Source: an optimization exercise on an open RTL-to-GDS flow (aim: small area). Production flows keep margins and buffers that such runs may drop. Only simulation tests tie the RTL to the original design; equivalence was not proved. Power is estimated from default activity; no workload was simulated.

<file path="flow/design.v">
module window_gen #(
    parameter int DATA_W = 8,
    parameter int IMG_W  = 32
)(
    input  logic              clk,
    input  logic              pixel_vld,
    input  logic [DATA_W-1:0] pixel_in,
    output logic [DATA_W-1:0] tap32,
    output logic [DATA_W-1:0] tap64
);
    logic [DATA_W-1:0] sr [0:2*IMG_W-1];
    always_ff @(posedge clk) begin
        if (pixel_vld) begin
            sr[0] <= pixel_in;
            for (int i = 1; i < 2*IMG_W; i++)
                sr[i] <= sr[i-1];
        end
    end
    assign tap32 = sr[IMG_W-1];
    assign tap64 = sr[2*IMG_W-1];
endmodule
module gaussian_blur (
  input  logic        clk,
  input  logic        rst_n,
  input  logic [7:0]  pixel_in,
  input  logic        pixel_vld,
  output logic [7:0]  pixel_out,
  output logic        pixel_vld_out
);
  localparam int IMG_W = 32;
  localparam int IMG_H = 24;
  logic [7:0] tap32, tap64;
  window_gen #(.DATA_W(8), .IMG_W(IMG_W)) win0 (
    .clk      (clk),
    .pixel_vld(pixel_vld),
    .pixel_in (pixel_in),
    .tap32    (tap32),
    .tap64    (tap64)
  );
  logic [8:0]  cs_s;
  logic [9:0]  cs_c;
  logic [10:0] rc0;
  logic [9:0]  vin;
  assign cs_s[0] = tap64[0] ^ pixel_in[0];
  assign cs_c[0] = 1'b0;
  assign cs_c[1] = tap64[0] & pixel_in[0];
  for (genvar i = 1; i < 8; i++) begin : g_csa0
    assign {cs_c[i+1], cs_s[i]} = tap64[i] + pixel_in[i] + tap32[i-1];
  end
  assign cs_s[8] = tap32[7];
  assign cs_c[9] = 1'b0;
  assign rc0[0] = 1'b0;
  for (genvar i = 0; i < 10; i++) begin : g_cpa0
    logic a;
    assign a = (i < 9) ? cs_s[i] : 1'b0;
    assign {rc0[i+1], vin[i]} = a + cs_c[i] + rc0[i];
  end
  logic [9:0] v0, v1, v2;
  always_ff @(posedge clk) begin
    if (pixel_vld) begin
      v0 <= vin;
      v1 <= v0;
      v2 <= v1;
    end
  end
  logic [11:0] sum;
  logic [10:0] ss_s;
  logic [11:0] ss_c;
  logic [12:0] rc1;
  assign ss_s[0] = v2[0] ^ v0[0];
  assign ss_c[0] = 1'b0;
  assign ss_c[1] = v2[0] & v0[0];
  for (genvar i = 1; i < 10; i++) begin : g_csa1
    assign {ss_c[i+1], ss_s[i]} = v2[i] + v0[i] + v1[i-1];
  end
  assign ss_s[10] = v1[9];
  assign ss_c[11] = 1'b0;
  assign rc1[0] = 1'b0;
  for (genvar i = 0; i < 12; i++) begin : g_cpa1
    logic a;
    assign a = (i < 11) ? ss_s[i] : 1'b0;
    assign {rc1[i+1], sum[i]} = a + ss_c[i] + rc1[i];
  end
  logic [1:0] vld_pipe;
  always_ff @(posedge clk or negedge rst_n) begin
    if (!rst_n) begin
      vld_pipe      <= 2'b0;
      pixel_vld_out <= 1'b0;
    end else begin
      vld_pipe      <= {vld_pipe[0], pixel_vld};
      pixel_vld_out <= vld_pipe[1];
    end
  end
  logic [$clog2(IMG_W)-1:0] col_cnt;
  logic [$clog2(IMG_H)-1:0] row_cnt;
  always_ff @(posedge clk or negedge rst_n) begin
    if (!rst_n) begin
      col_cnt <= '0;
      row_cnt <= '0;
    end else if (vld_pipe[1]) begin
      col_cnt <= col_cnt + 1'b1;
      if (&col_cnt)
        row_cnt <= (row_cnt == 5'(IMG_H-1)) ? '0 : row_cnt + 1'b1;
    end
  end
  always_ff @(posedge clk) begin
    if (row_cnt == 0)
      pixel_out <= sum[9:2];
    else
      pixel_out <= sum[11:4];
  end
endmodule
</file>
<file path="flow/flow/run.sh">
#!/bin/bash
# Own layout flow: the standard ORFS flow with small port buffers and a
# lean clock tree (no dummy clock loads). Tool output goes to standard.log.
set -euo pipefail
export BUFFER_PORTS_ARGS="-buffer_cell sky130_fd_sc_hd__buf_1"
export CTS_ARGS="-sink_clustering_enable -repair_clock_nets -dont_use_dummy_load -buf_list sky130_fd_sc_hd__clkbuf_16 -sink_clustering_size 30 -sink_clustering_max_diameter 70"
bash standard.sh > standard.log 2>&1
</file>
<file path="flow/standard.sh">
#!/bin/bash
# synth_recipe.tcl (not shown) runs the flow's synth.tcl, then flattens the netlist and writes it again
# the make line also repeats each setting of config.mk as NAME=value (left out here)
make -C /OpenROAD-flow-scripts/flow DESIGN_CONFIG=/design/flow/config.mk WORK_HOME=/design/flow/orfs CLKGATE_MAP_FILE= SYNTH_SCRIPT=/design/flow/synth_recipe.tcl "${@:-finish}"
</file>
<file path="flow/config.mk">
export PLATFORM = sky130hd
export DESIGN_NAME = gaussian_blur
export DESIGN_NICKNAME = gaussian_blur
export VERILOG_FILES = /design/flow/design.v
export SDC_FILE = /design/flow/constraint.sdc
export NUM_CORES = 4
export LEC_CHECK = 0
export CAP_MARGIN = 20
export CORE_MARGIN = 2
export CORE_UTILIZATION = 40
export SLEW_MARGIN = 20
</file>
<file path="flow/constraint.sdc">
create_clock -name core_clock -period 5.0 [get_ports {clk}]
set_input_delay 1.0000 -clock core_clock [delete_from_list [all_inputs] [get_ports {clk}]]
set_output_delay 1.0000 -clock core_clock [all_outputs]
set_load 0.01 [all_outputs]
</file>
==> flow_metrics.tcl, run 1 <==
set metrics [dict create \
    outcome "complete, no violations" \
    antenna_found_initial 1 \
    postSynthCellCount 646 \
    cts_tree "built" \
    crit_top_cell "fa_2" \
    yosysTopAreaCell "edfxtp_1" \
    critical-path-max-stage-delay_ns 0.50 \
    drt_pass1_iterations 5 \
    core_area_um2 44000 \
    relSlewSlack 0.404 \
    path_buf_inv 0 \
    drc 0 \
    max_freq_mhz 208 \
    vias_per_cell 4.48 \
    numCtsBuffers 26 \
    p_total_w 0.00844 \
    holdCritPathClass "register to register" \
    gr-total-overflow 0 \
    gp_congestion 0.673 \
    startpoint_type "register" \
    clock_path_buffers 3 \
    drt-initial-drc-count 722 \
    clk-insertion-delay-late_ns 0.55 \
    synth.cell_area_um2 17800 \
    syn_avg_cell_area_um2 27.6 \
    grt_use_total 0.0868 \
    rsz0062_at_grt "false" \
    initial_core_util 0.404 \
    min_from "vld_pipe[0]$_DFF_PN0_" \
    cpLargestDelayFamily "adder cells" \
    ant_nets 0 \
    drive_gt1_frac 0.0776 \
    ir_drop_mv 0.294 \
    vias 5775 \
    dieHeight_um 215 \
    worstPathArrival_ns 5.29 \
    finalSetupViolCount 0 \
    whs_path_depth 0 \
    r2r_slack_ns 0.19 \
    fill_cells 3667 \
    crit_required_ns 5.48 \
    synthFlopType "edfxtp_1" \
    tightest_slew_ns 0.894 \
    tns_ns 0 \
    synth-seq-area-share 0.942 \
    hold_path_end "vld_pipe[1]$_DFF_PN0_" \
    clk_pin_slew_ns 0.10 \
    placed_cells 1261 \
    r2r-start "v0[1]$_DFFE_PP_" \
    finalMaxSlewViolations 0 \
    yosysUniqueCellTypes 20 \
    maxCapViolCount 0 \
    timing.rr.end "pixel_out[6]$_DFF_P_" \
    wl_um 20400 \
    fin_skew_ns 0.0405 \
    htreeDepth 1 \
    synth_edf_count 542 \
    synth_top_area_frac 0.914 \
    synth_seq_cells 563 \
    io_buffers 19 \
    grt_pass1_wl_um 31800 \
    area_delta_synth_final_pct 8.90 \
    synthArstFlopShare 0.0231 \
    crit_type "register to register" \
    cts_root_buffer "clkbuf_16" \
    synth_area_leaders "edfxtp_1 91%, fa_1 3.6%, dfrtp_1 1.8%, dfxtp_1 0.90%, mux2_2 0.70%" \
    finalHoldViolCount 0 \
    dieArea_um2 46200 \
    fin_crit_sh 0.963 \
    grt_pass1_vias 5610 \
    synth_nets 694 \
    crit_fanout 2 \
    die_width_um 215 \
    cts_sinks 563 \
    crit_chain "fa_1 -> and3_4 -> fa_2 -> fa_2 -> fa_2 -> fa_2 -> fa_2 -> fa_2 -> fa_2 -> fa_2 -> fa_1 -> mux2_2" \
    pin_count 20 \
    placementRows 77 \
    nets 746 \
    dp_hpwl_um 10100 \
    min_period_ns 4.81 \
    synth_warnings 3 \
    reg2regPathDepth 12 \
    grt_max_degree 122 \
    slowest_stage "fa_1" \
    end_kind "register" \
    p_leak_nw 6.33 \
    wl_per_cell_um 15.8 \
    final_cells 1289 \
    powerDensity_nw_per_um2 435 \
]
[routing by layer]
metal	up-vias	global-route usage	routed length (µm)
met2	88	0.109	7720
met4	0	0.0222	422
met3	32	0.0207	1030
li1	2630	-	-
met5	-	0	0
met1	3025	0.148	11200
[layout make-up]
| class | count | area (µm²) | share of cell area |
|---|---|---|---|
| Multi-Input combinational cell | 74 | 1030 | 0.0531 |
| Timing Repair Buffer | 25 | 170 | 0.00878 |
| Clock buffer | 26 | 651 | 0.0336 |
| Tap cell | 592 | 741 | 0.0382 |
| Inverter | 8 | 30.0 | 0.00155 |
| Sequential cell | 563 | 16800 | 0.865 |
| Antenna cell | 1 | 2.50 | 0.000129 |
[flip-flops by register name, summed over array words and instances, names as in the netlist]
signal         count
pixel_vld_out      1
v2                10
v0                10
v1                10
row_cnt            5
col_cnt            5
win0.sr          512
vld_pipe           2
pixel_out          8
[power by group]
| group | total (W) | switching [W] | internal (W) |
|---|---|---|---|
| sequential | 0.00570 | 0.000140 | 0.00556 |
| clock | 0.00219 | 0.00126 | 0.000930 |
| combinational | 0.000552 | 0.000296 | 0.000256 |
| total | 0.00844 | 0.00170 | 0.00674 |
[cells by family (layout without fill, tap and decap cells)]
group	count (synthesis)	in the layout	share of synthesized area
flip-flops	563	563	0.942
adder cells (fa/ha/maj)	37	37	0.0395
AND/OR/NAND/NOR	14	14	0.00513
multiplexers	11	11	0.00696
buffers and inverters	9	59	0.00197
AO/OA/AOI/OAI	7	7	0.00232
XOR/XNOR	5	5	0.00246
other	0	1	0
[how the worst max path moves through the flow]
stage / depth (start not counted) / endpoint / slack [ns] / start
finish: 12 / pixel_out[6]$_DFF_P_ / 0.19 / v0[1]$_DFFE_PP_
global route: 12 / pixel_out[6]$_DFF_P_ / 0.02 / v0[1]$_DFFE_PP_
CTS: 12 / pixel_out[6]$_DFF_P_ / 0.05 / v1[0]$_DFFE_PP_
detailed placement: 12 / v0[8]$_DFFE_PP_ / -0.19 / pixel_in[1]
global placement: 12 / v0[8]$_DFFE_PP_ / -0.16 / pixel_in[1]
floorplan: 12 / pixel_out[6]$_DFF_P_ / 0.04 / v0[1]$_DFFE_PP_
[placed cells by master (no fill, tap or decap), types with 5 or more instances in the layout]
cell and instances:
dfxtp_1 8, dfrtp_1 13, fa_1 24, buf_1 18, inv_1 8, clkbuf_16 26, fa_2 8, ha_1 5
edfxtp_1 542, mux2_2 11
[timing repair]
action	CTS	global route
pin swaps	3	6
endpoints found under the setup margin	2	2
resized for setup	1	0
setup buffers	1	0
hold buffers	0	0
[cell usage after synthesis, drive strengths merged (2+ instances only)]
| cell | count |
|---|---|
| dfrtp | 13 |
| dfxtp | 8 |
| edfxtp | 542 |
| fa | 32 |
| ha | 5 |
| inv | 8 |
| mux2 | 11 |
| nand2 | 2 |
| nand3 | 4 |
| nand4 | 2 |
| nor3 | 3 |
| o21ai | 4 |
| o31ai | 2 |
| xnor2 | 3 |
| xor2 | 2 |
[through the flow]
stage	setup slack [ns]	hold slack (ns)	util	instance area [µm²]
floorplan	0.0381	0.331	-	17800
CTS	0.0486	0.366	0.440	19400
global route	0.0190	0.373	0.440	19400
detailed placement	-0.191	0.346	0.425	18700
global placement	-0.165	0.332	0.425	18700
finish	0.186	0.361	0.440	19400
==> run 2: changes to the inputs <==
==> flow/flow/run.sh (replaced) <==
#!/bin/bash
# Own layout flow: the standard ORFS flow with small port buffers and a
# lean clock tree (no dummy clock loads). Tool output goes to standard.log.
set -euo pipefail
export BUFFER_PORTS_ARGS="-buffer_cell sky130_fd_sc_hd__buf_1"
export CTS_ARGS="-sink_clustering_enable -repair_clock_nets -dont_use_dummy_load -buf_list sky130_fd_sc_hd__clkbuf_8 -sink_clustering_size 22 -sink_clustering_max_diameter 60"
bash standard.sh > standard.log 2>&1
==> flow_metrics.tcl, run 2 <==
set metrics [dict create \
    antenna_found_initial 1 \
    clk-insertion-delay-late_ns 0.64 \
    htreeDepth 1 \
    drc 0 \
    grt_pass1_wl_um 31900 \
    holdCritPathClass "register to register" \
    max_freq_mhz 209 \
    numCtsBuffers 31 \
    drt-initial-drc-count 731 \
    initial_core_util 0.404 \
    synthArstFlopShare 0.0231 \
    die_width_um 215 \
    gr-total-overflow 0 \
    cts_tree "built" \
    fin_worst_hold_slack_ns 0.383 \
    rsz0062_at_grt "false" \
    synthFlopType "edfxtp_1" \
    relSlewSlack 0.411 \
    fin_crit_sh 0.956 \
    maxCapViolCount 0 \
    synth_warnings 3 \
    path_buf_inv 0 \
    hold_buffers 0 \
    syn_avg_cell_area_um2 27.6 \
    crit_chain "fa_1 -> and3_4 -> fa_2 -> fa_2 -> fa_2 -> fa_2 -> fa_2 -> fa_2 -> fa_2 -> fa_2 -> fa_1 -> mux2_2" \
    synth_top_family_by_area "adder cells" \
    cpLargestDelayFamily "adder cells" \
    tightest_slew_ns 0.883 \
    regMostFlops "win0.sr" \
    clock_path_buffers 3 \
    dieHeight_um 215 \
    drive_gt1_frac 0.0842 \
    ir_drop_mv 0.216 \
    crit_fanout 2 \
    core_area_um2 44000 \
    area_delta_synth_final_pct 7.64 \
    nets 751 \
    clk_pin_slew_ns 0.10 \
    dp_hpwl_um 10100 \
    crit_required_ns 5.50 \
    min_period_ns 4.78 \
    grt_pass1_vias 5622 \
    yosysUniqueCellTypes 20 \
    yosysMostFrequentCell "edfxtp_1" \
    grt_max_degree 122 \
    io_buffers 19 \
    synth_fa_ha_area_frac 0.0395 \
    m1WireLength_um 11100 \
    dieArea_um2 46200 \
    synth.cell_area_um2 17800 \
    yosysTopAreaCell "edfxtp_1" \
    gp_congestion 0.673 \
    p_total_w 0.00802 \
    synth-simple-area-share 0.00513 \
    p_leak_nw 6.23 \
    fin_skew_ns 0.0390 \
    placementRows 77 \
    finalSetupViolCount 0 \
    worstPathArrival_ns 5.28 \
    synth_edf_count 542 \
    drt_pass1_iterations 5 \
    finalMaxSlewViolations 0 \
    cts_sinks 563 \
    wl_um 20200 \
    powerDensity_nw_per_um2 419 \
    dr_wl_met3_um 970 \
    synth_nets 694 \
    end_kind "register" \
    critical-path-max-stage-delay_ns 0.50 \
    wl_per_cell_um 15.6 \
    synth_seq_cells 563 \
    synth_commonest_cells "542 x edfxtp_1, 32 x fa_1, 13 x dfrtp_1" \
    slowest_stage "fa_1" \
    final_cell_mix "542 x edfxtp_1, 31 x clkbuf_8, 24 x fa_1" \
    tns_ns 0 \
    highest_layer "met4" \
    crit_top_cell "fa_2" \
    vias_per_cell 4.49 \
    ant_nets 0 \
    largest_reg_flops 512 \
    finalHoldViolCount 0 \
    synth-seq-area-share 0.942 \
    fill_cells 3681 \
    pin_count 20 \
    vias 5805 \
    synth-xor-area-share 0.00246 \
    dr_wl_met2_um 7640 \
    outcome "complete, no violations" \
    synth_area_leaders "edfxtp_1 91%, fa_1 3.6%, dfrtp_1 1.8%, dfxtp_1 0.90%, mux2_2 0.70%" \
    grt_use_total 0.0870 \
    final_common_cell "edfxtp_1" \
    cts_root_buffer "clkbuf_8" \
    postSynthCellCount 646 \
    synth_compound_area_frac 0.00232 \
    crit_type "register to register" \
    muxShareOfSynthArea 0.00696 \
    synth_top_area_frac 0.914 \
    startpoint_type "register" \
]
==> run 2: cell types whose count changed in the layout (fill, tap and decap cells not counted), sizes merged <==
cell and delta:
clkbuf +5
==> run 2: cells by family (layout without fill, tap and decap cells) <==
family | after synthesis | after routing
flops | 563 | 563
fa+ha+maj | 37 | 37
simple gates | 14 | 14
mux | 11 | 11
buf+inv | 9 | 64
compound gates | 7 | 7
xor+xnor | 5 | 5
other cells | 0 | 1
==> run 2: through the flow <==
step	cell area [µm²]	instances	util	worst slack, ns
2_1_floorplan	17800	646	-	0.0381
3_3_place_gp	18700	1261	0.425	-0.165
3_5_place_dp	18700	1261	0.425	-0.191
4_1_cts	19200	1293	0.435	0.0510
5_1_grt	19200	1293	0.435	0.0499
6_report	19200	1294	0.435	0.220
==> run 2: metal layers <==
layer  global-route usage  vias to the layer above
li1                     -                     2628
met1                0.149                     3045
met2                0.108                       92
met3               0.0204                       40
met4               0.0255                        0
met5                    0                        -
==> run 2: cell type report <==
type                    count  area [µm²]  area share
inverters                   8        30.0     0.00157
multi-input cells          74        1030      0.0537
clock buffers              31         427      0.0223
flip-flops and latches    563       16800       0.875
well taps                 592         741      0.0387
diodes                      1        2.50    0.000131
repair buffers             25         170     0.00888
==> run 2: worst paths after layout <==
kind	start	slack (ns)	to	cells past startpoint
worst max-delay path	v0[1]$_DFFE_PP_	0.22	pixel_out[6]$_DFF_P_	12
worst min-delay path	vld_pipe[0]$_DFF_PN0_	0.38	vld_pipe[1]$_DFF_PN0_	0
worst max register to register	v0[1]$_DFFE_PP_	0.22	pixel_out[6]$_DFF_P_	12
worst min register to register	vld_pipe[0]$_DFF_PN0_	0.38	vld_pipe[1]$_DFF_PN0_	0
max in group asynchronous	rst_n	4.16	col_cnt[3]$_DFFE_PN0P_	1
min in group asynchronous	rst_n	0.39	row_cnt[4]$_DFFE_PN0P_	1
==> run 2: power breakdown <==
| group | total (W) | switching (W) | internal (W) |
|---|---|---|---|
| Combinational | 0.000550 | 0.000295 | 0.000255 |
| Clock | 0.00178 | 0.00122 | 0.000558 |
| Sequential | 0.00570 | 0.000141 | 0.00556 |
==> run 2: timing repair <==
action,CTS,global route
pin swaps,3,7
resized for setup,1,0
setup buffers,1,0
endpoints found under the setup margin,2,2
==> run 3: changes to the inputs <==
--- a/flow/config.mk
+++ b/flow/config.mk
@@ -8,4 +8,5 @@
 export CAP_MARGIN = 20
 export CORE_MARGIN = 2
 export CORE_UTILIZATION = 40
+export PLACE_DENSITY = 0.75
 export SLEW_MARGIN = 20
==> flow_metrics.tcl, run 3 <==
set metrics [dict create \
    antenna_found_initial 0 \
    synth_seq_cells 563 \
    yosysUniqueCellTypes 20 \
    end_kind "register" \
    synth_warnings 3 \
    p_leak_nw 6.26 \
    crit_required_ns 5.50 \
    clk-insertion-delay-late_ns 0.66 \
    r2r_slack_ns 0.15 \
    finalSetupViolCount 0 \
    dieArea_um2 46200 \
    dp_hpwl_um 10500 \
    clock_path_buffers 3 \
    relSlewSlack 0.317 \
    finalMaxSlewViolations 0 \
    htreeDepth 1 \
    pin_count 20 \
    drc 0 \
    synth-seq-area-share 0.942 \
    synth_edf_count 542 \
    final_common_cell "edfxtp_1" \
    min_from "vld_pipe[0]$_DFF_PN0_" \
    fin_skew_ns 0.104 \
    vias 5801 \
    crit_fanout 2 \
    placementRows 77 \
    wl_um 20100 \
    area_delta_synth_final_pct 7.89 \
    tightest_slew_ns 1.02 \
    largest_reg_flops 512 \
    antennaDiodeCount 0 \
    syn_avg_cell_area_um2 27.6 \
    wl_per_cell_um 15.5 \
    ir_drop_mv 0.242 \
    final_cells 1297 \
    regMostFlops "win0.sr" \
    crit_chain "fa_1 -> and3_4 -> fa_2 -> fa_2 -> fa_2 -> fa_2 -> fa_2 -> fa_2 -> fa_2 -> fa_2 -> fa_1 -> mux2_4" \
    crit_top_cell "fa_2" \
    grt_pass1_wl_um 31200 \
    rsz0062_at_grt "false" \
    final_cell_mix "542 x edfxtp_1, 31 x clkbuf_8, 24 x fa_1" \
    synth_nets 694 \
    cts_root_buffer "clkbuf_8" \
    min_period_ns 4.85 \
    numCtsBuffers 31 \
    maxCapViolCount 0 \
    hold_buffers 0 \
    critPathLaunch "v0[1]$_DFFE_PP_" \
    critical-path-max-stage-delay_ns 0.50 \
    grt_use_total 0.0853 \
    synth_top_area_frac 0.914 \
    drive_gt1_frac 0.0894 \
    synth_commonest_cells "542 x edfxtp_1, 32 x fa_1, 13 x dfrtp_1" \
    fin_worst_hold_slack_ns 0.370 \
    gp_congestion 0.692 \
    grt_pass1_vias 5606 \
    core_area_um2 44000 \
    io_buffers 19 \
    startpoint_type "register" \
    grt_max_degree 89 \
    initial_core_util 0.404 \
    yosysTopAreaCell "edfxtp_1" \
    synthFlopType "edfxtp_1" \
    yosysMostFrequentCell "edfxtp_1" \
    postSynthCellCount 646 \
    synth_area_leaders "edfxtp_1 91%, fa_1 3.6%, dfrtp_1 1.8%, dfxtp_1 0.90%, mux2_2 0.70%" \
    nets 755 \
    fin_crit_sh 0.969 \
    slowest_stage "fa_1" \
    worstPathArrival_ns 5.35 \
    holdCritPathClass "register to register" \
    die_width_um 215 \
    cts_setup_buffers 0 \
    r2r-start "v0[1]$_DFFE_PP_" \
    placed_cells 1266 \
    drt_pass1_iterations 4 \
    dieHeight_um 215 \
    cts_tree "built" \
    max_freq_mhz 206 \
    cts_sinks 563 \
    synthArstFlopShare 0.0231 \
    finalHoldViolCount 0 \
    powerDensity_nw_per_um2 419 \
    ant_nets 0 \
    synth.cell_area_um2 17800 \
    gr-total-overflow 0 \
    crit_type "register to register" \
    tns_ns 0 \
    vias_per_cell 4.47 \
    clk_pin_slew_ns 0.12 \
    drt-initial-drc-count 563 \
    outcome "complete, no violations" \
]
run 3: metrics by stage:
step                total power (W)  area, µm²  setup WS [ns]   util
finish                      0.00804      19200          0.154  0.436
global route                0.00841      19200       0.000522  0.436
CTS                         0.00815      19200         0.0241  0.436
detailed placement          0.00640      18800         -0.181  0.426
global placement            0.00636      18800         -0.191  0.426
floorplan                   0.00610      17800         0.0381      -
run 3: cell type report:
type,count,area [µm²]
Timing Repair Buffer,29,213
Clock buffer,31,427
Sequential cell,563,16800
Multi-Input combinational cell,74,1030
Tap cell,592,741
Fill cell,3619,24800
Inverter,8,30.0
run 3: worst paths after layout:
path,cells past startpoint,end
setup / recovery,12,pixel_out[6]$_DFF_P_
hold reg to reg,0,vld_pipe[1]$_DFF_PN0_
hold / removal,0,vld_pipe[1]$_DFF_PN0_
setup reg to reg,12,pixel_out[6]$_DFF_P_
min in group asynchronous,1,row_cnt[4]$_DFFE_PN0P_
max in group asynchronous,1,col_cnt[2]$_DFFE_PN0P_
run 3: kinds of logic (layout without fill, tap and decap cells):
logic type | count (synthesis) | after routing | synth area share
muxes | 11 | 11 | 0.00696
DFF | 563 | 563 | 0.942
xor gates and xnor gates | 5 | 5 | 0.00246
AOI/OAI and AO/OA | 7 | 7 | 0.00232
buffers and inverters | 9 | 68 | 0.00197
adders and majority gates | 37 | 37 | 0.0395
and+or+nand+nor | 14 | 14 | 0.00513
run 3: worst max-delay path, delay by kind of cell, from the launching register on:
kind | cells | cell delay [ns]
DFF | 1 | 0.44
adders and majority gates | 10 | 3.86
and+or+nand+nor | 1 | 0.16
muxes | 1 | 0.29
run 3: timing repair:
action,in CTS,in global routing
resized for setup,1,1
pin swaps,4,8
setup endpoints to repair,2,1
run 3: power breakdown:
| part | switching, W | internal, W |
|---|---|---|
| clock network | 0.00120 | 0.000557 |
| registers | 0.000143 | 0.00556 |
| logic | 0.000320 | 0.000268 |
| total | 0.00166 | 0.00638 |
run 3: per-layer routing:
metal,part of all wire,global-route usage,up-vias
li1,-,-,2635
met1,0.54,0.142,3034
met2,0.38,0.109,97
met3,0.051,0.0204,35
met4,0.025,0.0264,0
met5,0,0,-
==> run 4: changes to the inputs <==
==> flow/flow/run.sh (replaced) <==
#!/bin/bash
# Own layout flow: the standard ORFS flow with small port buffers and a
# lean clock tree (no dummy clock loads). Tool output goes to standard.log.
set -euo pipefail
export BUFFER_PORTS_ARGS="-buffer_cell sky130_fd_sc_hd__buf_1"
export CTS_ARGS="-sink_clustering_enable -repair_clock_nets -dont_use_dummy_load -buf_list sky130_fd_sc_hd__clkbuf_8 -sink_clustering_size 22 -sink_clustering_max_diameter 45"
bash standard.sh > standard.log 2>&1
--- a/flow/config.mk
+++ b/flow/config.mk
@@ -8,5 +8,4 @@
 export CAP_MARGIN = 20
 export CORE_MARGIN = 2
 export CORE_UTILIZATION = 40
-export PLACE_DENSITY = 0.75
 export SLEW_MARGIN = 20
==> flow_metrics.tcl, run 4 <==
set metrics [dict create \
    placementRows 77 \
    htreeDepth 2 \
    finalSetupViolCount 0 \
    place_ws_ns -0.191 \
    m1WireLength_um 11300 \
    synth_seq_cells 563 \
    fin_skew_ns 0.0658 \
    drive_gt1_frac 0.101 \
    tightest_slew_ns 0.905 \
    ir_drop_mv 0.243 \
    outcome "complete, no violations" \
    io_buffers 19 \
    syn_avg_cell_area_um2 27.6 \
    wl_um 20800 \
    regMostFlops "win0.sr" \
    finalInstanceArea_um2 19300 \
    antenna_found_initial 1 \
    worstPathArrival_ns 5.27 \
    area_delta_synth_final_pct 8.65 \
    nets 764 \
    crit_fanout 2 \
    finalMaxSlewViolations 0 \
    final_cell_mix "542 x edfxtp_1, 44 x clkbuf_8, 24 x fa_1" \
    dr_wl_met2_um 7830 \
    synth_top_area_frac 0.914 \
    cts_tree "built" \
    finalHoldViolCount 0 \
    dr_wl_met3_um 1080 \
    fin_worst_hold_slack_ns 0.355 \
    synthArstFlopShare 0.0231 \
    place_area_um2 18700 \
    postSynthCellCount 646 \
    gr-total-overflow 0 \
    cts_root_buffer "clkbuf_8" \
    drc 0 \
    crit_type "register to register" \
    grt_pass1_vias 5733 \
    vias 5902 \
    rsz0062_at_grt "false" \
    cts_sinks 563 \
    final_common_cell "edfxtp_1" \
    pin_count 20 \
    setup_ws_ns 0.206 \
    synthFlopType "edfxtp_1" \
    synth_area_leaders "edfxtp_1 91%, fa_1 3.6%, dfrtp_1 1.8%, dfxtp_1 0.90%, mux2_2 0.70%" \
    holdCritPathClass "register to register" \
    maxCapViolCount 0 \
    highest_layer "met4" \
    fill_cells 3674 \
    drt_pass1_iterations 5 \
    synth_nets 694 \
    initial_core_util 0.404 \
    hold_buffers 0 \
    p_leak_nw 6.33 \
    vias_per_cell 4.52 \
    drt-initial-drc-count 752 \
    yosysUniqueCellTypes 20 \
    gp_congestion 0.673 \
    ant_nets 0 \
    startpoint_type "register" \
    synth-seq-area-share 0.942 \
    synth_commonest_cells "542 x edfxtp_1, 32 x fa_1, 13 x dfrtp_1" \
    synth_warnings 3 \
    fin_crit_sh 0.959 \
    crit_required_ns 5.47 \
    grt_pass1_wl_um 32500 \
    synth.cell_area_um2 17800 \
    clock_path_buffers 3 \
    core_area_um2 44000 \
    clk-insertion-delay-late_ns 0.59 \
    min_period_ns 4.79 \
    dieHeight_um 215 \
    grt_max_degree 122 \
    powerDensity_nw_per_um2 431 \
    grt_use_total 0.0899 \
    dieArea_um2 46200 \
    end_kind "register" \
    tns_ns 0 \
    die_width_um 215 \
    numCtsBuffers 44 \
    clk_pin_slew_ns 0.08 \
    synth_edf_count 542 \
    dp_hpwl_um 10100 \
    largest_reg_flops 512 \
    yosysTopAreaCell "edfxtp_1" \
    relSlewSlack 0.396 \
    max_freq_mhz 209 \
    yosysMostFrequentCell "edfxtp_1" \
    wl_per_cell_um 15.9 \
]
## run 4: layout make-up
cell class                      instances  area (µm²)  share of cell area
Multi-Input combinational cell         74        1030              0.0532
Tap cell                              592         741              0.0383
Timing Repair Buffer                   25         170             0.00880
Clock buffer                           44         606              0.0313
Sequential cell                       563       16800               0.867
Antenna cell                            1        2.50            0.000129
Inverter                                8        30.0             0.00155
## run 4: kinds of logic (layout without fill, tap and decap cells)
kind of cell    Yosys count  in the layout  share of synthesized area
other cells               0              1                          0
flops                   563            563                      0.942
compound gates            7              7                    0.00232
fa+ha+maj                37             37                     0.0395
mux                      11             11                    0.00696
simple gates             14             14                    0.00513
xor+xnor                  5              5                    0.00246
buf+inv                   9             77                    0.00197
## run 4: critical path, stage by stage (launching register included)
cell	delay, ns
edfxtp_1	0.42
fa_1	0.50
and3_4	0.17
fa_2	0.34
fa_2	0.37
fa_2	0.37
fa_2	0.39
fa_2	0.34
fa_2	0.36
fa_2	0.39
fa_2	0.34
fa_1	0.45
mux2_2	0.27
## run 4: where the power goes
group | leakage (nW) | total, W | internal [W] | switching (W)
Combinational | 0.476 | 0.000552 | 0.000256 | 0.000296
Clock | 0.316 | 0.00208 | 0.000789 | 0.00129
Sequential | 5.53 | 0.00570 | 0.00556 | 0.000142
Total | 6.33 | 0.00833 | 0.00660 | 0.00173
## run 4: layer usage
metal,vias up,global-route usage
li1,2656,-
met1,3097,0.151
met2,102,0.107
met3,47,0.0251
met4,0,0.0356
met5,-,0
## run 4: through the flow
stage	utilization	cells	total power (W)
floorplan	-	646	0.00610
global placement	0.425	1261	0.00635
detailed placement	0.425	1261	0.00637
CTS	0.439	1306	0.00848
global route	0.439	1306	0.00875
finish	0.439	1307	0.00833
## run 4: path summary, 6_finish.rpt
| check | startpoint | endpoint | slack (ns) | cells past startpoint |
|---|---|---|---|---|
| worst max-delay path | v0[1]$_DFFE_PP_ | pixel_out[6]$_DFF_P_ | 0.21 | 12 |
| worst min-delay path | vld_pipe[0]$_DFF_PN0_ | vld_pipe[1]$_DFF_PN0_ | 0.35 | 0 |
| max in group asynchronous | rst_n | vld_pipe[0]$_DFF_PN0_ | 4.13 | 1 |
| min in group asynchronous | rst_n | row_cnt[3]$_DFFE_PN0P_ | 0.43 | 1 |
| worst max register to register | v0[1]$_DFFE_PP_ | pixel_out[6]$_DFF_P_ | 0.21 | 12 |
| worst min register to register | vld_pipe[0]$_DFF_PN0_ | vld_pipe[1]$_DFF_PN0_ | 0.35 | 0 |
## run 4: what timing repair did
action / CTS / global route
pin swaps: 3 / 6
setup buffers: 1 / 0
setup endpoints to repair: 2 / 2
gates resized for setup: 1 / 0
==> run 5: changes to the inputs <==
==> flow/flow/run.sh (replaced) <==
#!/bin/bash
# Own layout flow: the standard ORFS flow with small port buffers and a
# lean clock tree (no dummy clock loads). Tool output goes to standard.log.
set -euo pipefail
export BUFFER_PORTS_ARGS="-buffer_cell sky130_fd_sc_hd__buf_1"
export CTS_ARGS="-sink_clustering_enable -repair_clock_nets -dont_use_dummy_load -buf_list {sky130_fd_sc_hd__clkbuf_8 sky130_fd_sc_hd__clkbuf_16} -sink_clustering_size 22 -sink_clustering_max_diameter 60"
bash standard.sh > standard.log 2>&1
==> flow_metrics.tcl, run 5 <==
set metrics [dict create \
    powerDensity_nw_per_um2 443 \
    numCtsBuffers 31 \
    finalSetupViolCount 0 \
    path_buf_inv 0 \
    htreeDepth 1 \
    timing.rr.end "pixel_out[6]$_DFF_P_" \
    crit_fanout 2 \
    synth_commonest_cells "542 x edfxtp_1, 32 x fa_1, 13 x dfrtp_1" \
    nets 751 \
    holdCritPathClass "register to register" \
    reg2regPathDepth 12 \
    io_buffers 19 \
    grt_pass1_wl_um 32100 \
    final_cell_mix "542 x edfxtp_1, 31 x clkbuf_16, 24 x fa_1" \
    crit_required_ns 5.45 \
    placed_cells 1261 \
    area_delta_synth_final_pct 9.60 \
    hold_path_end "vld_pipe[1]$_DFF_PN0_" \
    synth-seq-area-share 0.942 \
    r2r_slack_ns 0.23 \
    yosysMostFrequentCell "edfxtp_1" \
    worstPathArrival_ns 5.21 \
    cpLargestDelayFamily "adder cells" \
    pin_count 20 \
    yosysTopAreaCell "edfxtp_1" \
    hold_buffers 0 \
    setup_ws_ns 0.230 \
    crit_cells 12 \
    p_leak_nw 6.39 \
    finalMaxSlewViolations 0 \
    die_width_um 215 \
    place_ws_ns -0.191 \
    whs_path_depth 0 \
    outcome "complete, no violations" \
    grt_max_degree 122 \
    vias 5837 \
    crit_type "register to register" \
    critical-path-max-stage-delay_ns 0.50 \
    drt_pass1_iterations 4 \
    grt_pass1_vias 5607 \
    regMostFlops "win0.sr" \
    synth_area_leaders "edfxtp_1 91%, fa_1 3.6%, dfrtp_1 1.8%, dfxtp_1 0.90%, mux2_2 0.70%" \
    r2r-start "v0[1]$_DFFE_PP_" \
    ir_drop_mv 0.243 \
    clk_pin_slew_ns 0.07 \
    yosysUniqueCellTypes 20 \
    antenna_found_initial 1 \
    rsz0062_at_grt "false" \
    fin_worst_hold_slack_ns 0.372 \
    postSynthCellCount 646 \
    fin_skew_ns 0.0257 \
    wl_per_cell_um 15.9 \
    drc 0 \
    synth_nets 694 \
    cts_root_buffer "clkbuf_16" \
    max_freq_mhz 210 \
    syn_avg_cell_area_um2 27.6 \
    startpoint_type "register" \
    clock_path_buffers 3 \
    initial_core_util 0.404 \
    synthArstFlopShare 0.0231 \
    synthFlopType "edfxtp_1" \
    fin_crit_sh 0.954 \
    synth_top_area_frac 0.914 \
    relSlewSlack 0.401 \
    vias_per_cell 4.51 \
    dp_hpwl_um 10100 \
    end_kind "register" \
    drt-initial-drc-count 758 \
    synth_seq_cells 563 \
    synth.cell_area_um2 17800 \
    cts_sinks 563 \
    synth_warnings 3 \
    dieArea_um2 46200 \
    finalHoldViolCount 0 \
    core_area_um2 44000 \
    maxCapViolCount 0 \
    wl_um 20500 \
    gp_congestion 0.673 \
    final_cells 1294 \
    slowest_stage "fa_1" \
    drive_gt1_frac 0.0842 \
    tightest_slew_ns 0.899 \
    min_period_ns 4.77 \
    gr-total-overflow 0 \
    clk-insertion-delay-late_ns 0.58 \
    ant_nets 0 \
    grt_use_total 0.0878 \
    placementRows 77 \
    crit_chain "fa_1 -> and3_4 -> fa_2 -> fa_2 -> fa_2 -> fa_2 -> fa_2 -> fa_2 -> fa_2 -> fa_2 -> fa_1 -> mux2_2" \
    largest_reg_flops 512 \
    synth_edf_count 542 \
    final_common_cell "edfxtp_1" \
    dieHeight_um 215 \
    min_from "vld_pipe[0]$_DFF_PN0_" \
    cts_tree "built" \
    crit_top_cell "fa_2" \
]
run 5: changes by cell type in the layout (fill, tap and decap cells not counted), sizes merged:
cell,before,now
clkbuf,45,32
run 5: per-stage QoR:
step                setup TNS [ns]  utilization  power, W  area (µm²)
global placement            -0.278        0.425   0.00635       18700
detailed placement          -0.467        0.425   0.00637       18700
floorplan                        0            -   0.00610       17800
global route                     0        0.443   0.00904       19500
CTS                              0        0.443   0.00878       19500
finish                           0        0.443   0.00864       19500
run 5: repair_timing:
item	in CTS	in global routing
endpoints found under the hold margin	0	0
cloned	0	0
resized for setup	1	0
pin swaps	3	7
setup buffers	1	0
endpoints found under the setup margin	2	2
run 5: layer usage:
layer | vias to the layer above | track usage | part of all wire
li1 | 2643 | - | -
met1 | 3075 | 0.151 | 0.54
met2 | 88 | 0.109 | 0.38
met3 | 31 | 0.0207 | 0.051
met4 | 0 | 0.0231 | 0.023
met5 | - | 0 | 0
run 5: cell type report:
type / instances / area, µm²
clock buffers: 31 / 776
flip-flops and latches: 563 / 16800
diodes: 1 / 2.50
well taps: 592 / 741
repair buffers: 25 / 170
fillers: 3644 / 24500
inverters: 8 / 30.0
multi-input cells: 74 / 1030
run 5: cells by family after synthesis:
family	after synthesis	share of synthesized area
compound gates	7	0.00232
xor+xnor	5	0.00246
simple gates	14	0.00513
flops	563	0.942
mux	11	0.00696
buf+inv	9	0.00197
fa+ha+maj	37	0.0395
run 5: worst max path at each step:
stage | startpoint | end | slack [ns]
2_1_floorplan | v0[1]$_DFFE_PP_ | pixel_out[6]$_DFF_P_ | 0.04
3_3_place_gp | pixel_in[1] | v0[8]$_DFFE_PP_ | -0.16
3_5_place_dp | pixel_in[1] | v0[8]$_DFFE_PP_ | -0.19
4_1_cts | v1[0]$_DFFE_PP_ | pixel_out[6]$_DFF_P_ | 0.05
5_1_grt | v0[1]$_DFFE_PP_ | pixel_out[6]$_DFF_P_ | 0.07
6_report | v0[1]$_DFFE_PP_ | pixel_out[6]$_DFF_P_ | 0.23
run 5: power breakdown:
group	internal, W	total (W)	leakage, nW	switching (W)
combinational	0.000255	0.000551	0.476	0.000296
sequential	0.00556	0.00570	5.53	0.000142
clock	0.00110	0.00239	0.382	0.00129
total	0.00691	0.00864	6.39	0.00173
run 5: worst register-to-register path: stages, from the launching register on:
cell	delay (ns)
edfxtp_1	0.42
fa_1	0.50
and3_4	0.17
fa_2	0.34
fa_2	0.37
fa_2	0.36
fa_2	0.34
fa_2	0.34
fa_2	0.36
fa_2	0.39
fa_2	0.35
fa_1	0.45
mux2_2	0.27
==> run 6: changes to the inputs <==
==> flow/flow/run.sh (replaced) <==
#!/bin/bash
# Own layout flow: the standard ORFS flow with small port buffers and a
# lean clock tree (no dummy clock loads). Tool output goes to standard.log.
set -euo pipefail
export BUFFER_PORTS_ARGS="-buffer_cell sky130_fd_sc_hd__buf_1"
export CTS_ARGS="-sink_clustering_enable -repair_clock_nets -dont_use_dummy_load -buf_list sky130_fd_sc_hd__clkbuf_8 -sink_clustering_size 21 -sink_clustering_max_diameter 60"
bash standard.sh > standard.log 2>&1
==> flow_metrics.tcl, run 6 <==
set metrics [dict create \
    tns_ns 0 \
    crit_top_cell "fa_2" \
    drc 0 \
    synth.cell_area_um2 17800 \
    finalHoldViolCount 0 \
    fin_crit_sh 0.963 \
    r2r-start "v0[1]$_DFFE_PP_" \
    gr-total-overflow 0 \
    synth_seq_cells 563 \
    synth_top_area_frac 0.914 \
    cts_root_buffer "clkbuf_8" \
    vias 5794 \
    synth_edf_count 542 \
    crit_chain "fa_1 -> and3_4 -> fa_2 -> fa_2 -> fa_2 -> fa_2 -> fa_2 -> fa_2 -> fa_2 -> fa_2 -> fa_1 -> mux2_2" \
    nets 754 \
    dp_hpwl_um 10100 \
    hold_path_end "win0.sr[24][0]$_DFFE_PP_" \
    ir_drop_mv 0.184 \
    fin_skew_ns 0.0529 \
    finalInstanceArea_um2 19200 \
    gp_congestion 0.673 \
    timing.rr.end "pixel_out[6]$_DFF_P_" \
    ant_nets 0 \
    yosysMostFrequentCell "edfxtp_1" \
    postSynthCellCount 646 \
    io_buffers 19 \
    cts_sinks 563 \
    drt-initial-drc-count 663 \
    dieArea_um2 46200 \
    drive_gt1_frac 0.0881 \
    numCtsBuffers 34 \
    pin_count 20 \
    synth_compound_area_frac 0.00232 \
    p_leak_nw 6.26 \
    crit_type "register to register" \
    holdCritPathClass "register to register" \
    muxShareOfSynthArea 0.00696 \
    yosysTopAreaCell "edfxtp_1" \
    synth_nets 694 \
    r2r_slack_ns 0.19 \
    fill_cells 3680 \
    synthArstFlopShare 0.0231 \
    crit_required_ns 5.45 \
    worstPathArrival_ns 5.26 \
    drt_pass1_iterations 4 \
    end_kind "register" \
    synth_warnings 3 \
    fin_util 0.436 \
    initial_core_util 0.404 \
    finalSetupViolCount 0 \
    vias_per_cell 4.47 \
    rsz0062_at_grt "false" \
    synth_area_leaders "edfxtp_1 91%, fa_1 3.6%, dfrtp_1 1.8%, dfxtp_1 0.90%, mux2_2 0.70%" \
    crit_cells 12 \
    final_common_cell "edfxtp_1" \
    placementRows 77 \
    die_width_um 215 \
    grt_use_total 0.0888 \
    htreeDepth 2 \
    synth-simple-area-share 0.00513 \
    whs_path_depth 0 \
    powerDensity_nw_per_um2 422 \
    place_area_um2 18700 \
    reg2regPathDepth 12 \
    min_from "win0.sr[23][0]$_DFFE_PP_" \
    maxCapViolCount 0 \
    tightest_slew_ns 0.888 \
    max_freq_mhz 208 \
    min_period_ns 4.81 \
    synth-xor-area-share 0.00246 \
    synth-seq-area-share 0.942 \
    relSlewSlack 0.408 \
    yosysUniqueCellTypes 20 \
    largest_reg_flops 512 \
    finalMaxSlewViolations 0 \
    grt_pass1_vias 5664 \
    cpLargestDelayFamily "adder cells" \
    startpoint_type "register" \
    regMostFlops "win0.sr" \
    final_cell_mix "542 x edfxtp_1, 34 x clkbuf_8, 24 x fa_1" \
    wl_um 20400 \
    clock_path_buffers 3 \
    synth_top_family_by_area "adder cells" \
    synthFlopType "edfxtp_1" \
    area_delta_synth_final_pct 7.87 \
    synth_fa_ha_area_frac 0.0395 \
    cts_tree "built" \
    grt_pass1_wl_um 32100 \
    dieHeight_um 215 \
    wl_per_cell_um 15.7 \
    core_area_um2 44000 \
    clk-insertion-delay-late_ns 0.57 \
    crit_fanout 2 \
    clk_pin_slew_ns 0.11 \
    syn_avg_cell_area_um2 27.6 \
    antenna_found_initial 1 \
    critical-path-max-stage-delay_ns 0.50 \
    outcome "complete, no violations" \
    path_buf_inv 0 \
    synth_commonest_cells "542 x edfxtp_1, 32 x fa_1, 13 x dfrtp_1" \
    grt_max_degree 122 \
    slowest_stage "fa_1" \
]
-- run 6: metal layers --
metal  global-route usage  part of all wire
met1                0.150              0.54
met2                0.108              0.37
met5                    0                 0
met4               0.0315             0.025
met3               0.0229             0.058
-- run 6: worst max-delay path by stage --
| stage | from | endpoint | slack, ns |
|---|---|---|---|
| final | v0[1]$_DFFE_PP_ | pixel_out[6]$_DFF_P_ | 0.19 |
| after global routing | v0[1]$_DFFE_PP_ | pixel_out[6]$_DFF_P_ | 0.01 |
| after CTS | v1[0]$_DFFE_PP_ | pixel_out[6]$_DFF_P_ | 0.05 |
| after detailed placement | pixel_in[1] | v0[8]$_DFFE_PP_ | -0.19 |
| after global placement | pixel_in[1] | v0[8]$_DFFE_PP_ | -0.16 |
| after floorplan | v0[1]$_DFFE_PP_ | pixel_out[6]$_DFF_P_ | 0.04 |
-- run 6: cells by family (layout without fill, tap and decap cells) --
group                    after synthesis  in the layout
flip-flops                           563            563
adder cells (fa/ha/maj)               37             37
AND/OR/NAND/NOR                       14             14
multiplexers                          11             11
buffers and inverters                  9             67
AO/OA/AOI/OAI                          7              7
XOR/XNOR                               5              5
other                                  0              1
-- run 6: power by group --
| part | internal [W] | total, W | switching [W] | leakage (nW) |
|---|---|---|---|---|
| registers | 0.00556 | 0.00570 | 0.000140 | 5.53 |
| clock network | 0.000620 | 0.00186 | 0.00124 | 0.244 |
| logic | 0.000254 | 0.000548 | 0.000293 | 0.476 |
-- run 6: cell type report --
class                           count  area [µm²]  share of cell area
Sequential cell                   563       16800               0.873
Multi-Input combinational cell     74        1030              0.0536
Tap cell                          592         741              0.0386
Clock buffer                       34         468              0.0244
Timing Repair Buffer               25         170             0.00886
Inverter                            8        30.0             0.00156
Antenna cell                        1        2.50            0.000130
-- run 6: through the flow --
step | setup WS, ns | hold WS [ns] | std cells | power, W
final | 0.187 | 0.381 | 1297 | 0.00810
after global routing | 0.0114 | 0.384 | 1296 | 0.00852
after CTS | 0.0483 | 0.373 | 1296 | 0.00826
after detailed placement | -0.191 | 0.346 | 1261 | 0.00637
after global placement | -0.165 | 0.332 | 1261 | 0.00635
after floorplan | 0.0381 | 0.331 | 646 | 0.00610
-- run 6: timing repair --
| item | 4_1_cts | 5_1_grt |
|---|---|---|
| hold buffers | 0 | 0 |
| gates resized for setup | 1 | 0 |
| endpoints found under the setup margin | 2 | 2 |
| buffers inserted | 1 | 0 |
| pin swaps | 3 | 6 |
==> run 7: changes to the inputs <==
==> flow/flow/run.sh (replaced) <==
#!/bin/bash
# Own layout flow: the standard ORFS flow with small port buffers and a
# lean clock tree (no dummy clock loads). Tool output goes to standard.log.
set -euo pipefail
export BUFFER_PORTS_ARGS="-buffer_cell sky130_fd_sc_hd__buf_1"
export CTS_ARGS="-sink_clustering_enable -repair_clock_nets -dont_use_dummy_load -buf_list sky130_fd_sc_hd__clkbuf_8 -sink_clustering_size 22 -sink_clustering_max_diameter 50 -balance_levels"
bash standard.sh > standard.log 2>&1
==> flow_metrics.tcl, run 7 <==
set metrics [dict create \
    outcome "complete, no violations" \
    clk_pin_slew_ns 0.11 \
    min_period_ns 4.77 \
    synth.cell_area_um2 17800 \
    synthArstFlopShare 0.0231 \
    max_freq_mhz 210 \
    gp_congestion 0.673 \
    multiInputGateArea_um2 1030 \
    dieArea_um2 46200 \
    worstPathArrival_ns 5.20 \
    p_leak_nw 6.29 \
    drive_gt1_frac 0.0945 \
    crit_chain "fa_1 -> and3_4 -> fa_2 -> fa_2 -> fa_2 -> fa_2 -> fa_2 -> fa_2 -> fa_2 -> fa_2 -> fa_1 -> mux2_2" \
    cts_root_buffer "clkbuf_8" \
    wl_um 20700 \
    holdCritPathClass "register to register" \
    synth_area_leaders "edfxtp_1 91%, fa_1 3.6%, dfrtp_1 1.8%, dfxtp_1 0.90%, mux2_2 0.70%" \
    yosysMostFrequentCell "edfxtp_1" \
    relSlewSlack 0.408 \
    synth_commonest_cells "542 x edfxtp_1, 32 x fa_1, 13 x dfrtp_1" \
    highest_layer "met4" \
    synth-xor-area-share 0.00246 \
    rsz0062_at_grt "false" \
    core_area_um2 44000 \
    drc 0 \
    fin_skew_ns 0.0599 \
    fin_crit_sh 0.953 \
    yosysUniqueCellTypes 20 \
    maxCapViolCount 0 \
    synthFlopType "edfxtp_1" \
    final_cell_mix "542 x edfxtp_1, 39 x clkbuf_8, 24 x fa_1" \
    fin_worst_hold_slack_ns 0.356 \
    drt-initial-drc-count 796 \
    antenna_found_initial 1 \
    numCtsBuffers 39 \
    crit_top_cell "fa_2" \
    setup_ws_ns 0.233 \
    grt_pass1_vias 5739 \
    die_width_um 215 \
    dieHeight_um 215 \
    io_buffers 19 \
    seq_area_um2 16800 \
    ant_nets 0 \
    synth_edf_count 542 \
    synth_top_family_by_area "adder cells" \
    finalHoldViolCount 0 \
    nets 759 \
    synth_nets 694 \
    regMostFlops "win0.sr" \
    largest_reg_flops 512 \
    final_common_cell "edfxtp_1" \
    gr-total-overflow 0 \
    finalSetupViolCount 0 \
    crit_type "register to register" \
    crit_required_ns 5.44 \
    synth_seq_cells 563 \
    startpoint_type "register" \
    dr_wl_met3_um 1040 \
    muxShareOfSynthArea 0.00696 \
    clock_path_buffers 3 \
    pin_count 20 \
    hold_buffers 0 \
    yosysTopAreaCell "edfxtp_1" \
    syn_avg_cell_area_um2 27.6 \
    grt_pass1_wl_um 32300 \
    tightest_slew_ns 0.887 \
    synth_fa_ha_area_frac 0.0395 \
    area_delta_synth_final_pct 8.25 \
    place_ws_ns -0.191 \
    dp_hpwl_um 10100 \
    grt_use_total 0.0892 \
    fill_cells 3678 \
    path_buf_inv 0 \
    htreeDepth 2 \
    p_total_w 0.00821 \
    postSynthCellCount 646 \
    placementRows 77 \
    wl_per_cell_um 15.9 \
    finalMaxSlewViolations 0 \
    slowest_stage "fa_1" \
    synth-seq-area-share 0.942 \
    cpLargestDelayFamily "adder cells" \
    synth_warnings 3 \
    initial_core_util 0.404 \
    clk-insertion-delay-late_ns 0.58 \
    cts_sinks 563 \
    critical-path-max-stage-delay_ns 0.50 \
    cts_tree "built" \
    synth-simple-area-share 0.00513 \
    synth_top_area_frac 0.914 \
    ir_drop_mv 0.217 \
    vias 5871 \
    powerDensity_nw_per_um2 426 \
    grt_max_degree 122 \
    antennaDiodeCount 0 \
    drt_pass1_iterations 4 \
    dr_wl_met2_um 7770 \
    vias_per_cell 4.51 \
    crit_fanout 2 \
    synth_compound_area_frac 0.00232 \
    end_kind "register" \
    m1WireLength_um 11300 \
    fin_util 0.438 \
]
## run 7: cell counts after synthesis
Identical to the previous run, type by type.
## run 7: metrics by stage
step / instance area, µm² / TNS (ns) / instances
2_1_floorplan: 17800 / 0 / 646
3_3_place_gp: 18700 / -0.278 / 1261
3_5_place_dp: 18700 / -0.467 / 1261
4_1_cts: 19300 / 0 / 1301
5_1_grt: 19300 / 0 / 1301
6_report: 19300 / 0 / 1301
## run 7: area by class of cell
cell class                 instances  area share
clock buffer                      39      0.0279
inverter                           8     0.00156
multi-input combinational         74      0.0534
tap                              592      0.0384
timing repair buffer              25     0.00883
sequential                       563       0.870
## run 7: worst paths after layout
check / from / to / slack, ns / cells after the start
worst max-delay path: v0[1]$_DFFE_PP_ / pixel_out[6]$_DFF_P_ / 0.23 / 12
worst min-delay path: win0.sr[13][6]$_DFFE_PP_ / win0.sr[14][6]$_DFFE_PP_ / 0.36 / 0
worst max register to register: v0[1]$_DFFE_PP_ / pixel_out[6]$_DFF_P_ / 0.23 / 12
worst min register to register: win0.sr[13][6]$_DFFE_PP_ / win0.sr[14][6]$_DFFE_PP_ / 0.36 / 0
max in group asynchronous: rst_n / row_cnt[4]$_DFFE_PN0P_ / 4.10 / 1
min in group asynchronous: rst_n / row_cnt[2]$_DFFE_PN0P_ / 0.42 / 1
## run 7: where the power goes
group	internal (W)	switching, W	total (W)
registers	0.00556	0.000141	0.00570
clock network	0.000705	0.00126	0.00196
logic	0.000255	0.000295	0.000550
total	0.00652	0.00169	0.00821
## run 7: worst reg2reg max path, cell delays in order, from the launching register on
cell and delay (ns):
edfxtp_1 0.42, fa_1 0.50, and3_4 0.17, fa_2 0.34
fa_2 0.37, fa_2 0.36, fa_2 0.34, fa_2 0.34
fa_2 0.36, fa_2 0.39, fa_2 0.34, fa_1 0.45
mux2_2 0.27
## run 7: cells by family after synthesis
family / after synthesis
multiplexers: 11
adder cells (fa/ha/maj): 37
AND/OR/NAND/NOR: 14
XOR/XNOR: 5
buffers and inverters: 9
flip-flops: 563
AO/OA/AOI/OAI: 7
## run 7: timing repair
| action | CTS | global route |
|---|---|---|
| resized for setup | 1 | 0 |
| setup endpoints to repair | 2 | 2 |
| setup buffers | 1 | 0 |
| pin swaps | 3 | 7 |
## run 7: layer usage
layer / track usage / vias to the layer above
met4: 0.0345 / 0
met5: 0 / -
met3: 0.0228 / 45
met1: 0.148 / 3088
li1: - / 2644
met2: 0.110 / 94
==> run 8: changes to the inputs <==
==> flow/flow/run.sh (replaced) <==
#!/bin/bash
# Own layout flow: the standard ORFS flow with small port buffers and a
# lean clock tree (no dummy clock loads). Tool output goes to standard.log.
set -euo pipefail
export BUFFER_PORTS_ARGS="-buffer_cell sky130_fd_sc_hd__buf_1"
export CTS_ARGS="-sink_clustering_enable -repair_clock_nets -dont_use_dummy_load -buf_list sky130_fd_sc_hd__clkbuf_8 -sink_clustering_size 22 -sink_clustering_max_diameter 55"
bash standard.sh > standard.log 2>&1
==> flow_metrics.tcl, run 8 <==
set metrics [dict create \
    synthArstFlopShare 0.0231 \
    switching_share 0.206 \
    crit_type "register to register" \
    worstPathArrival_ns 5.27 \
    fin_crit_sh 0.960 \
    fin_worst_hold_slack_ns 0.380 \
    ir_drop_mv 0.177 \
    grt_pass1_vias 5676 \
    gp_congestion 0.673 \
    grt_pass1_wl_um 32100 \
    combinationalPowerShare 0.068 \
    max_freq_mhz 208 \
    gr-total-overflow 0 \
    dieHeight_um 215 \
    synth_area_leaders "edfxtp_1 91%, fa_1 3.6%, dfrtp_1 1.8%, dfxtp_1 0.90%, mux2_2 0.70%" \
    p_total_w 0.00814 \
    cts_root_buffer "clkbuf_8" \
    crit_fanout 1 \
    synth-seq-area-share 0.942 \
    grt_use_total 0.0890 \
    final_cells 1298 \
    regMostFlops "win0.sr" \
    placementRows 77 \
    dp_hpwl_um 10100 \
    min_period_ns 4.80 \
    vias_per_cell 4.50 \
    yosysUniqueCellTypes 20 \
    yosysMostFrequentCell "edfxtp_1" \
    io_buffers 19 \
    antennaDiodeCount 0 \
    clk-insertion-delay-late_ns 0.58 \
    pin_count 20 \
    wl_per_cell_um 15.8 \
    initial_core_util 0.404 \
    p_seq_frac 0.700 \
    fin_skew_ns 0.0393 \
    finalSetupViolCount 0 \
    drt-initial-drc-count 736 \
    drive_gt1_frac 0.0907 \
    finalHoldViolCount 0 \
    synth_commonest_cells "542 x edfxtp_1, 32 x fa_1, 13 x dfrtp_1" \
    synth_top_area_frac 0.914 \
    ant_nets 0 \
    tightest_slew_ns 0.895 \
    area_delta_synth_final_pct 8.01 \
    wl_um 20500 \
    synth_nets 694 \
    power.internal_w 0.00647 \
    placed_cells 1261 \
    synth_seq_cells 563 \
    syn_avg_cell_area_um2 27.6 \
    yosysTopAreaCell "edfxtp_1" \
    nets 756 \
    numCtsBuffers 36 \
    largest_reg_flops 512 \
    powerDensity_nw_per_um2 424 \
    clk_pin_slew_ns 0.11 \
    power.share.clock 0.233 \
    synth.cell_area_um2 17800 \
    end_kind "register" \
    synth_edf_count 542 \
    grt_max_degree 122 \
    drt_pass1_iterations 4 \
    synth_warnings 3 \
    fin_util 0.437 \
    final_cell_mix "542 x edfxtp_1, 36 x clkbuf_8, 24 x fa_1" \
    holdCritPathClass "register to register" \
    final_common_cell "edfxtp_1" \
    postSynthCellCount 646 \
    htreeDepth 2 \
    synthFlopType "edfxtp_1" \
    clock_path_buffers 3 \
    die_width_um 215 \
    dieArea_um2 46200 \
    p_sw_w 0.00168 \
    cts_tree "built" \
    core_area_um2 44000 \
    p_leak_nw 6.27 \
    antenna_found_initial 1 \
    drc 0 \
    cts_sinks 563 \
    startpoint_type "register" \
    maxCapViolCount 0 \
    hold_buffers 0 \
    vias 5838 \
    outcome "complete, no violations" \
    crit_required_ns 5.47 \
    rsz0062_at_grt "false" \
    relSlewSlack 0.403 \
    finalMaxSlewViolations 0 \
]
## run 8: what timing repair did
item / in CTS / in global routing
pin swaps: 3 / 6
setup buffers: 1 / 0
resized for setup: 1 / 0
setup endpoints to repair: 2 / 2
cloned: 0 / 0
## run 8: kinds of logic (layout without fill, tap and decap cells)
group,count (synthesis),in the layout,synth area share
AOI/OAI and AO/OA,7,7,0.00232
muxes,11,11,0.00696
buffers and inverters,9,69,0.00197
and+or+nand+nor,14,14,0.00513
xor gates and xnor gates,5,5,0.00246
adders and majority gates,37,37,0.0395
DFF,563,563,0.942
## run 8: power groups by stage
stage / Combinational (W) / Clock (W) / Sequential, W
6_report: 0.000551 / 0.00190 / 0.00570
5_1_grt: 0.000641 / 0.00218 / 0.00574
4_1_cts: 0.000574 / 0.00202 / 0.00570
3_5_place_dp: 0.000574 / 0 / 0.00580
3_3_place_gp: 0.000554 / 0 / 0.00580
2_1_floorplan: 0.000335 / 0 / 0.00576
## run 8: final timing paths
kind,from,endpoint,slack (ns),cells after the start
setup / recovery,v2[1]$_DFFE_PP_,pixel_out[6]$_DFF_P_,0.20,12
hold / removal,vld_pipe[0]$_DFF_PN0_,vld_pipe[1]$_DFF_PN0_,0.38,0
setup reg to reg,v2[1]$_DFFE_PP_,pixel_out[6]$_DFF_P_,0.20,12
hold reg to reg,vld_pipe[0]$_DFF_PN0_,vld_pipe[1]$_DFF_PN0_,0.38,0
max in group asynchronous,rst_n,col_cnt[4]$_DFFE_PN0P_,4.09,1
min in group asynchronous,rst_n,col_cnt[1]$_DFFE_PN0P_,0.45,1
## run 8: stage by stage
step / area (µm²) / worst slack [ns] / setup TNS, ns
after detailed placement: 18700 / -0.191 / -0.467
after global placement: 18700 / -0.165 / -0.278
after floorplan: 17800 / 0.0381 / 0
after CTS: 19200 / 0.0523 / 0
final: 19200 / 0.199 / 0
after global routing: 19200 / 0.0283 / 0
## run 8: critical path, stage by stage (launching register included)
cell      delay [ns]
edfxtp_1        0.41
fa_1            0.49
and3_4          0.17
fa_2            0.34
fa_2            0.37
fa_2            0.38
fa_2            0.39
fa_2            0.34
fa_2            0.36
fa_2            0.39
fa_2            0.35
fa_1            0.45
mux2_2          0.27
## run 8: cell type report
class | count | area, µm²
Fill cell | 3682 | 24800
Sequential cell | 563 | 16800
Multi-Input combinational cell | 74 | 1030
Tap cell | 592 | 741
Clock buffer | 36 | 495
Timing Repair Buffer | 25 | 170
Inverter | 8 | 30.0
## run 8: metal layers
layer / wire length [µm] / share of wire / track usage / up-vias
met5: 0 / 0 / 0 / -
met4: 499 / 0.024 / 0.0340 / 0
met3: 930 / 0.045 / 0.0221 / 40
met2: 7680 / 0.37 / 0.107 / 86
met1: 11400 / 0.56 / 0.151 / 3075
li1: - / - / - / 2637
==> run 9: changes to the inputs <==
==> flow/flow/run.sh (replaced) <==
#!/bin/bash
# Own layout flow: the standard ORFS flow with small port buffers and a
# lean clock tree (no dummy clock loads). Tool output goes to standard.log.
set -euo pipefail
export BUFFER_PORTS_ARGS="-buffer_cell sky130_fd_sc_hd__buf_1"
export CTS_ARGS="-sink_clustering_enable -repair_clock_nets -dont_use_dummy_load -buf_list sky130_fd_sc_hd__clkbuf_8 -sink_clustering_size 22 -sink_clustering_max_diameter 50"
bash standard.sh > standard.log 2>&1
==> flow_metrics.tcl, run 9 <==
set metrics [dict create \
    outcome "complete, no violations" \
    cts_sinks 563 \
    grt_pass1_vias 5739 \
    pin_count 20 \
    synth_seq_cells 563 \
    clk-insertion-delay-late_ns 0.58 \
    antenna_found_initial 1 \
    gr-total-overflow 0 \
    nets 759 \
    clk_pin_slew_ns 0.11 \
    core_area_um2 44000 \
    drt-initial-drc-count 796 \
    startpoint_type "register" \
    synth.cell_area_um2 17800 \
    drive_gt1_frac 0.0945 \
    fin_skew_ns 0.0599 \
    synth_commonest_cells "542 x edfxtp_1, 32 x fa_1, 13 x dfrtp_1" \
    crit_fanout 2 \
    final_common_cell "edfxtp_1" \
    vias_per_cell 4.51 \
    crit_type "register to register" \
    maxCapViolCount 0 \
    area_delta_synth_final_pct 8.25 \
    dieArea_um2 46200 \
    grt_max_degree 122 \
    m1WireLength_um 11300 \
    finalSetupViolCount 0 \
    cts_root_buffer "clkbuf_8" \
    multiInputGateArea_um2 1030 \
    synth-seq-area-share 0.942 \
    fill_cells 3678 \
    antennaDiodeCount 0 \
    place_area_um2 18700 \
    gp_congestion 0.673 \
    fin_worst_hold_slack_ns 0.356 \
    seq_area_um2 16800 \
    grt_pass1_wl_um 32300 \
    largest_reg_flops 512 \
    final_cell_mix "542 x edfxtp_1, 39 x clkbuf_8, 24 x fa_1" \
    highest_layer "met4" \
    die_width_um 215 \
    drc 0 \
    vias 5871 \
    fin_crit_sh 0.953 \
    finalMaxSlewViolations 0 \
    initial_core_util 0.404 \
    ant_nets 0 \
    numCtsBuffers 39 \
    holdCritPathClass "register to register" \
    clock_path_buffers 3 \
    powerDensity_nw_per_um2 426 \
    placementRows 77 \
    ir_drop_mv 0.217 \
    synth_area_leaders "edfxtp_1 91%, fa_1 3.6%, dfrtp_1 1.8%, dfxtp_1 0.90%, mux2_2 0.70%" \
    yosysUniqueCellTypes 20 \
    yosysTopAreaCell "edfxtp_1" \
    synth_nets 694 \
    rsz0062_at_grt "false" \
    dieHeight_um 215 \
    p_leak_nw 6.29 \
    wl_per_cell_um 15.9 \
    htreeDepth 2 \
    relSlewSlack 0.408 \
    postSynthCellCount 646 \
    dr_wl_met3_um 1040 \
    cts_tree "built" \
    dp_hpwl_um 10100 \
    end_kind "register" \
    crit_required_ns 5.44 \
    yosysMostFrequentCell "edfxtp_1" \
    worstPathArrival_ns 5.20 \
    drt_pass1_iterations 4 \
    synthArstFlopShare 0.0231 \
    dr_wl_met2_um 7770 \
    io_buffers 19 \
    hold_buffers 0 \
    min_period_ns 4.77 \
    synthFlopType "edfxtp_1" \
    tightest_slew_ns 0.887 \
    grt_use_total 0.0892 \
    regMostFlops "win0.sr" \
    synth_edf_count 542 \
    wl_um 20700 \
    syn_avg_cell_area_um2 27.6 \
    finalInstanceArea_um2 19300 \
    finalHoldViolCount 0 \
    synth_top_area_frac 0.914 \
    synth_warnings 3 \
    max_freq_mhz 210 \
]
-- run 9: layout make-up --
cell class,count,area share
flip-flops and latches,563,0.870
multi-input cells,74,0.0534
well taps,592,0.0384
clock buffers,39,0.0279
repair buffers,25,0.00883
inverters,8,0.00156
-- run 9: final timing paths --
kind,startpoint,to,slack [ns],cells past startpoint
max,v0[1]$_DFFE_PP_,pixel_out[6]$_DFF_P_,0.23,12
min,win0.sr[13][6]$_DFFE_PP_,win0.sr[14][6]$_DFFE_PP_,0.36,0
max reg2reg,v0[1]$_DFFE_PP_,pixel_out[6]$_DFF_P_,0.23,12
min reg2reg,win0.sr[13][6]$_DFFE_PP_,win0.sr[14][6]$_DFFE_PP_,0.36,0
max in group asynchronous,rst_n,row_cnt[4]$_DFFE_PN0P_,4.10,1
min in group asynchronous,rst_n,row_cnt[2]$_DFFE_PN0P_,0.42,1
-- run 9: logic make-up after synthesis --
family,share of synthesized area
simple gates,0.00513
fa+ha+maj,0.0395
buf+inv,0.00197
compound gates,0.00232
xor+xnor,0.00246
flops,0.942
mux,0.00696
-- run 9: timing repair --
| item | CTS | global route |
|---|---|---|
| endpoints found under the setup margin | 2 | 2 |
| hold endpoints to repair | 0 | 0 |
| pin swaps | 3 | 7 |
| setup buffers | 1 | 0 |
| gates resized for setup | 1 | 0 |
-- run 9: through the flow --
step	utilization	power [W]	setup slack, ns	setup TNS, ns	instances
3_3_place_gp	0.425	0.00635	-0.165	-0.278	1261
3_5_place_dp	0.425	0.00637	-0.191	-0.467	1261
2_1_floorplan	-	0.00610	0.0381	0	646
5_1_grt	0.438	0.00862	0.0634	0	1301
4_1_cts	0.438	0.00838	0.0346	0	1301
6_report	0.438	0.00821	0.233	0	1301
-- run 9: layer usage --
metal / GRT usage / up-vias
met4: 0.0345 / 0
met2: 0.110 / 94
met3: 0.0228 / 45
met1: 0.148 / 3088
met5: 0 / -
li1: - / 2644
-- run 9: power breakdown --
part | switching (W) | internal (W) | total, W
registers | 0.000141 | 0.00556 | 0.00570
logic | 0.000295 | 0.000255 | 0.000550
clock network | 0.00126 | 0.000705 | 0.00196
-- run 9: critical path, stage by stage (launching register included) --
cell and delay (ns):
edfxtp_1 0.42, fa_1 0.50, and3_4 0.17, fa_2 0.34, fa_2 0.37, fa_2 0.36, fa_2 0.34, fa_2 0.34
fa_2 0.36, fa_2 0.39, fa_2 0.34, fa_1 0.45, mux2_2 0.27

==> static timing again, ports no longer ideal <==
Ports are ideal in the flow. The routed layouts listed here were re-timed in OpenROAD.
Step 1 sets driving cells, clkbuf_16 on the clock port and buf_2 on the other inputs (assumed; they add their load-dependent delay and slew).
Step 2 moves the port delays by t, midway between the first and last clock arrival at a register: inputs arrive t later, outputs are due t later. That takes back most of the time a late clock gives input paths.
a / b / c = ideal / step 1 / step 2; a / b = the first two.
run	t (ns)	slack for setup (ns)	pins driven straight from the clock port
run 1	0.597	0.186 / 0.186 / -0.110	1
run 2	0.666	0.220 / 0.220 / -0.150	1
run 3	0.650	0.154 / 0.154 / -0.071	1
run 4	0.615	0.206 / 0.206 / -0.089	1
run 5	0.613	0.230 / 0.230 / -0.142	1
run 6	0.595	0.187 / 0.187 / -0.141	1
run 7	0.600	0.233 / 0.233 / -0.111	1
run 8	0.593	0.199 / 0.199 / -0.126	1
run 9	0.600	0.233 / 0.233 / -0.111	1
Met with ideal ports but missed after step 2: setup timing in every run listed. The setup slack of run 5, which loses most, moves by 0.000 ns with the drivers and by -0.372 ns with both steps.
